This is an optimization exercise on Yosys and OpenROAD, whose aim is small area and a short achievable clock period, not a production implementation.
In this exercise RTL edits were held to simulation tests only and were not proved equivalent to the original.
No activity file was given, so power comes from the tool's default toggle rates.

==> flow/design.v (excerpt) <==
module top(
	input wire clk,
	input wire rst,
	input wire [2:0] left,
	input wire [2:0] right,
	output wire [9:0] tmds_ch0,
	output wire [9:0] tmds_ch1,
	output wire [9:0] tmds_ch2,
	output wire [5:0] leds
);
	assign leds[5:0] = {left, right};
	reg [9:0] x;
	reg [9:0] y;
	always @(posedge clk) begin
		if (rst) begin
			x <= 0;
			y <= 0;
		end else if (x == 10'd799) begin
			x <= 0;
			y <= y == 10'd524 ? 10'd0 : y + 10'd1;
		end else x <= x + 10'd1;
	end
	wire [2:0] cls;
	gol gol(clk, rst, left, right, x, y, cls);
	reg [2:0] cls1;
	localparam [2:0] CK = 3'd0, CW = 3'd1, CG = 3'd2, CL = 3'd3, CR = 3'd4, CX = 3'd7;
	always @(posedge clk) cls1 <= rst ? CX : cls;
	wire x0 = x == 10'd0;
	wire de_p = x >= 10'd1 && x <= 10'd640 && y < 10'd480;
	wire hs_p = !(x >= 10'd657 && x <= 10'd752);
	wire vs_p = !((y == 10'd490 && x >= 10'd657) || y == 10'd491 || y == 10'd492 || (y == 10'd493 && x0));
	reg [2:0] c2;
	reg de2, vs2, hs2;
	always @(posedge clk) begin
		c2 <= cls1;
		de2 <= de_p;
		vs2 <= vs_p;
		hs2 <= hs_p;
	end
	wire rst_c = c2 == CX;
	wire inv_r, inv_g, inv_b;
	tmds_r r_t(clk, rst_c, c2, inv_r);
	tmds_g g_t(clk, rst_c, c2, inv_g);
	tmds_b b_t(clk, rst_c, c2, inv_b);
	reg [8:0] qm_r, qm_g, qm_b;
	always @(*) begin
		case (c2)
			CK: begin qm_r = 9'h100; qm_g = 9'h100; qm_b = 9'h100; end
			CW: begin qm_r = 9'h0ff; qm_g = 9'h0ff; qm_b = 9'h0ff; end
			CG: begin qm_r = 9'h108; qm_g = 9'h1f8; qm_b = 9'h1fe; end
			CL: begin qm_r = 9'h17b; qm_g = 9'h13d; qm_b = 9'h023; end
			default: begin qm_r = 9'h13d; qm_g = 9'h023; qm_b = 9'h07e; end
		endcase
	end
	wire [9:0] r_enc = {inv_r, qm_r[8], qm_r[7:0] ^ {8{inv_r}}};
	wire [9:0] g_enc = {inv_g, qm_g[8], qm_g[7:0] ^ {8{inv_g}}};
	wire [9:0] b_enc = {inv_b, qm_b[8], qm_b[7:0] ^ {8{inv_b}}};
	reg [9:0] ctl;
	always @(*) begin
		case ({vs2, hs2})
			2'b00: ctl = 10'b1101010100;
			2'b01: ctl = 10'b0010101011;
			2'b10: ctl = 10'b0101010100;
			default: ctl = 10'b1010101011;
		endcase
	end
	assign tmds_ch0 = de2 ? b_enc : ctl;
	assign tmds_ch1 = de2 ? g_enc : 10'b1101010100;
	assign tmds_ch2 = de2 ? r_enc : 10'b1101010100;
endmodule
clock: 14.0 ns
lec_check: 0
cap_margin: 20
core_margin: 2
core_utilization: 40
cts_buf_list: sky130_fd_sc_hd__clkbuf_8
cts_cluster_diameter: 60
cts_cluster_size: 16
place_density: 0.6
slew_margin: 20
standard.sh (not shown) runs the stock make flow with config.mk's settings and CLKGATE_MAP_FILE= SYNTH_SCRIPT=/design/flow/synth_recipe.tcl, a recipe that flattens the netlist after the stock synthesis.
==> flow/flow/run.sh <==
#!/bin/bash
# The standard layout (standard.sh: ORFS with the standard flow's synthesis script
# and steps), with two changes:
#  - synthesis maps the logic with flow/abc.script, an area-oriented ABC
#    script, in place of ORFS's abc_speed.script (a copy of ORFS's scripts
#    folder with that one file replaced; everything else is unchanged, so
#    the registers and their names are those of the standard synthesis);
#  - the port buffers are sky130_fd_sc_hd__buf_2 rather than the cell
#    buffer_ports picks by itself (a slow clkdlybuf4s50_1).
set -euo pipefail
cd "$(dirname "$0")/.."
rm -rf scripts_abc
cp -r "$FLOW_HOME/scripts" scripts_abc
cp flow/abc.script scripts_abc/abc_speed.script
export BUFFER_PORTS_ARGS="-buffer_cell sky130_fd_sc_hd__buf_2"
bash standard.sh SCRIPTS_DIR="$PWD/scripts_abc" finish > flow_standard.log 2>&1
==> flow/flow/abc.script <==
strash
&get -n
&st
&dch -f
&nf -R 1000
&put
mfs2 -a
strash
&get -n
&st
&dch -f
&nf -R 1000
&put
mfs2 -a
strash
&get -n
&st
&dch -f
&nf -R 1000
&put
mfs2 -a
strash
&get -n
&st
&dch -f
&nf -R 1000
&put
topo
Edit:
- CORE_UTILIZATION: 40 -> 60
- CTS_BUF_LIST: sky130_fd_sc_hd__clkbuf_8 -> sky130_fd_sc_hd__clkbuf_4 sky130_fd_sc_hd__clkbuf_8
- PLACE_DENSITY: 0.6 -> 0.8
After rerunning: Fmax grows by about 0.4%; combinational power hardly moves; clock power drops by about 15%; first-iteration DRC count increases by about 21%; routed wire length went down by about 6.5%; power falls by about 5%; via count goes down by about 0.4%; synthesized area stays the same; design area is lower by 2.2%.
Edit:
==> flow/flow/run.sh (replaced) <==
#!/bin/bash
# The standard layout (the standard.sh, unchanged synthesis and steps),
# except that the port buffers are sky130_fd_sc_hd__buf_4 rather than the
# cell buffer_ports picks by itself (a slow clkdlybuf4s50_1).
set -euo pipefail
cd "$(dirname "$0")/.."
export BUFFER_PORTS_ARGS="-buffer_cell sky130_fd_sc_hd__buf_4"
bash standard.sh finish > flow_standard.log 2>&1
- CORE_UTILIZATION: 60 -> 40
- CTS_BUF_LIST: sky130_fd_sc_hd__clkbuf_4 sky130_fd_sc_hd__clkbuf_8 -> sky130_fd_sc_hd__clkbuf_4
- CTS_CLUSTER_DIAMETER: 60 -> unset
- CTS_CLUSTER_SIZE: 16 -> unset
- PLACE_DENSITY: 0.8 -> 0.6
removed: flow/flow/abc.script
The changed run finished clean.
First-iteration DRC count decreases by well over a third.
Combinational power increases by roughly a tenth.
Final cell count increases by a quarter to a third.
Design area increases by about a fifth.
Area after synthesis increases by about a fifth.
Clock skew increases by 0.057 ns.
Sequential share of layout area decreases by 5.4 points.
Edit:
--- a/flow/flow/run.sh
+++ b/flow/flow/run.sh
@@ -3 +3 @@
-# except that the port buffers are sky130_fd_sc_hd__buf_4 rather than the
+# except that the port buffers are sky130_fd_sc_hd__buf_2 rather than the
@@ -7 +7 @@
-export BUFFER_PORTS_ARGS="-buffer_cell sky130_fd_sc_hd__buf_4"
+export BUFFER_PORTS_ARGS="-buffer_cell sky130_fd_sc_hd__buf_2"
- CTS_BUF_LIST: sky130_fd_sc_hd__clkbuf_4 -> sky130_fd_sc_hd__clkbuf_2 sky130_fd_sc_hd__clkbuf_4
Die area stays the same.
Cell count is higher slightly.
Sequential power barely changes.
Wire length barely changes.
Edit:
--- a/flow/flow/run.sh
+++ b/flow/flow/run.sh
@@ -3 +3 @@
-# except that the port buffers are sky130_fd_sc_hd__buf_2 rather than the
+# except that the port buffers are sky130_fd_sc_hd__buf_4 rather than the
@@ -7 +7 @@
-export BUFFER_PORTS_ARGS="-buffer_cell sky130_fd_sc_hd__buf_2"
+export BUFFER_PORTS_ARGS="-buffer_cell sky130_fd_sc_hd__buf_4"
- CTS_BUF_LIST: sky130_fd_sc_hd__clkbuf_2 sky130_fd_sc_hd__clkbuf_4 -> unset
Sequential power hardly moves.
Cell area is higher slightly.
Via count decreases slightly.
Global-route usage shrinks by 0.46 points.

========
top, a different RTL version from the one above (not shown whole).
Size in the first run: ~1,200 cells after synthesis, roughly 210 flip-flops, ~44 I/O pins, roughly 0.0099 mm2 of cells after synthesis.
export LEC_CHECK = 0
export CAP_MARGIN = 20
export CORE_MARGIN = 2
export CORE_UTILIZATION = 60
export PLACE_DENSITY = 0.8
export SLEW_MARGIN = 20
create_clock -name core_clock -period 14.0 [get_ports {clk}]
==> flow/flow/run.sh <==
#!/bin/bash
# The standard layout (standard.sh: ORFS with the standard flow's synthesis script
# and steps), with these changes:
#  - synthesis maps the logic with flow/abc.script, an area-oriented ABC
#    script, in place of ORFS's abc_speed.script (a copy of ORFS's scripts
#    folder with that one file replaced), and without the adder step
#    (ADDER_MAP_FILE empty), so ABC maps all of the logic. The registers
#    and their names are those of the standard synthesis;
#  - the port buffers are sky130_fd_sc_hd__buf_1 rather than the cell
#    buffer_ports picks by itself (a slow clkdlybuf4s50_1).
#  - clock tree synthesis uses sky130_fd_sc_hd__clkbuf_4 in clusters of at
#    most 10 flip-flops within 40 um, and inserts no dummy loads;
#  - repair_timing aims for 8.2 ns of setup slack (SETUP_SLACK_MARGIN), so
#    it sizes up the few gates and buffers on the longest paths.
# ORFS's own logs are under orfs/logs; make's output is in flow_standard.log.
set -euo pipefail
cd "$(dirname "$0")/.."
rm -rf scripts_abc
cp -r "$FLOW_HOME/scripts" scripts_abc
cp flow/abc.script scripts_abc/abc_speed.script
export BUFFER_PORTS_ARGS="-buffer_cell sky130_fd_sc_hd__buf_1"
export CTS_ARGS="-sink_clustering_enable -repair_clock_nets -sink_clustering_size 10 -sink_clustering_max_diameter 40 -buf_list sky130_fd_sc_hd__clkbuf_4 -dont_use_dummy_load"
bash standard.sh SCRIPTS_DIR="$PWD/scripts_abc" ADDER_MAP_FILE= SETUP_SLACK_MARGIN=8.3 finish > flow_standard.log 2>&1
==> flow/flow/abc.script <==
strash
&get -n
&st
&dch -f
&nf -R 1000
&put
mfs2 -a
strash
&get -n
&st
&dch -f
&nf -R 1000
&put
mfs2 -a
strash
&get -n
&st
&dch -f
&nf -R 1000
&put
mfs2 -a
strash
&get -n
&st
&dch -f
&nf -R 1000
&put
topo
Next try:
--- a/flow/flow/run.sh
+++ b/flow/flow/run.sh
@@ -11,2 +11 @@
-#  - clock tree synthesis uses sky130_fd_sc_hd__clkbuf_4 in clusters of at
-#    most 10 flip-flops within 40 um, and inserts no dummy loads;
+#  - clock tree synthesis inserts no dummy loads;
@@ -23 +22 @@
-bash standard.sh SCRIPTS_DIR="$PWD/scripts_abc" ADDER_MAP_FILE= SETUP_SLACK_MARGIN=8.3 finish > flow_standard.log 2>&1
+bash standard.sh SCRIPTS_DIR="$PWD/scripts_abc" ADDER_MAP_FILE= SETUP_SLACK_MARGIN=8.2 finish > flow_standard.log 2>&1
- CORE_UTILIZATION: 60 -> 70
- PLACE_DENSITY: 0.8 -> 0.9
What happened:
- core utilization rises by 10 points
- power falls slightly
- via count rises slightly
- worst setup slack is better by 0.0036 ns
- critical path depth stays the same
- design area falls slightly
- area after synthesis does not change
- global-route usage rises by 4.8 points
- clock power falls by a few percent
- sequential power hardly moves
- fmax barely changes
Next try:
--- a/flow/flow/run.sh
+++ b/flow/flow/run.sh
@@ -11 +11,2 @@
-#  - clock tree synthesis inserts no dummy loads;
+#  - clock tree synthesis uses sky130_fd_sc_hd__clkbuf_4 in clusters of at
+#    most 10 flip-flops within 40 um, and inserts no dummy loads;
@@ -20 +21 @@
-export BUFFER_PORTS_ARGS="-buffer_cell sky130_fd_sc_hd__buf_1"
+export BUFFER_PORTS_ARGS="-buffer_cell sky130_fd_sc_hd__buf_2"
@@ -22 +23 @@
-bash standard.sh SCRIPTS_DIR="$PWD/scripts_abc" ADDER_MAP_FILE= SETUP_SLACK_MARGIN=8.2 finish > flow_standard.log 2>&1
+bash standard.sh SCRIPTS_DIR="$PWD/scripts_abc" ADDER_MAP_FILE= SETUP_SLACK_MARGIN=8.3 finish > flow_standard.log 2>&1
- CORE_UTILIZATION: 70 -> 60
- PLACE_DENSITY: 0.9 -> 0.8
The new run finished clean.
Fmax stays flat.
First-iteration DRC count came out lower by 25%.
Cell area came out higher by 0.71%.
Routed wire length came out lower by 0.71%.
Setup slack barely changes.
Via count came out lower by 1.4%.
Final cell count came out higher by 2.4%.
Clock power came out lower by about 1%.
Total power is about the same.
Clock skew came out higher by 0.044 ns.
Global-route usage came out lower by 5.3 points.
Next try:
--- a/flow/flow/run.sh
+++ b/flow/flow/run.sh
@@ -11,2 +11 @@
-#  - clock tree synthesis uses sky130_fd_sc_hd__clkbuf_4 in clusters of at
-#    most 10 flip-flops within 40 um, and inserts no dummy loads;
+#  - clock tree synthesis inserts no dummy loads;
@@ -21,3 +20,3 @@
-export BUFFER_PORTS_ARGS="-buffer_cell sky130_fd_sc_hd__buf_2"
-export CTS_ARGS="-sink_clustering_enable -repair_clock_nets -sink_clustering_size 10 -sink_clustering_max_diameter 40 -buf_list sky130_fd_sc_hd__clkbuf_4 -dont_use_dummy_load"
-bash standard.sh SCRIPTS_DIR="$PWD/scripts_abc" ADDER_MAP_FILE= SETUP_SLACK_MARGIN=8.3 finish > flow_standard.log 2>&1
+export BUFFER_PORTS_ARGS="-buffer_cell sky130_fd_sc_hd__buf_1"
+export CTS_ARGS="-sink_clustering_enable -repair_clock_nets -sink_clustering_size 16 -sink_clustering_max_diameter 60 -buf_list sky130_fd_sc_hd__clkbuf_8 -dont_use_dummy_load"
+bash standard.sh SCRIPTS_DIR="$PWD/scripts_abc" ADDER_MAP_FILE= SETUP_SLACK_MARGIN=8.2 finish > flow_standard.log 2>&1
Result:
- The new run finished with timing, DRC and antenna clean
- fmax is about the same
- wire length grows by 1.3%
- worst setup slack barely changes

-- separate check: timing with driven ports --
In the flow no input, the clock included, has a driving cell. The finished layouts below were timed again as built, in two steps. Step 1: set_driving_cell puts a clkbuf_16 on clk and a buf_2 on each other input, an assumption about the parent block. Step 2 moves the port delays by t, midway between the first and last clock arrival at a register: inputs arrive t later, outputs are due t later. That takes back most of the time a late clock gives input paths. Slacks: ideal / step 1 / step 2; pairs: ideal / step 1.
| run | t, ns | setup WS [ns] | latest minus earliest clock arrival (ns) |
|---|---|---|---|
| the first run of note 1 | 0.587 | 7.990 / 7.964 / 7.964 | 0.046 / 0.045 |
| the second run of note 1 | 0.554 | 8.014 / 7.991 / 7.991 | 0.031 / 0.031 |
| the third run of note 1 | 0.719 | 7.955 / 7.916 / 8.086 | 0.089 / 0.089 |
| the fourth run of note 1 | 0.703 | 8.058 / 8.039 / 8.039 | 0.032 / 0.032 |
| the fifth run of note 1 | 0.562 | 8.109 / 8.067 / 8.087 | 0.024 / 0.024 |
| the first run of note 2 | 0.695 | 8.167 / 8.122 / 8.122 | 0.063 / 0.063 |
| the second run of note 2 | 0.672 | 8.171 / 8.117 / 8.070 | 0.067 / 0.067 |
| the third run of note 2 | 0.664 | 8.170 / 8.124 / 8.124 | 0.120 / 0.120 |
| the fourth run of note 2 | 0.531 | 8.173 / 8.126 / 8.108 | 0.055 / 0.054 |
After both steps every run listed still meets setup and hold. The setup slack of the second run of note 2, which loses most, moves by -0.054 ns with the drivers and by -0.101 ns with both steps.
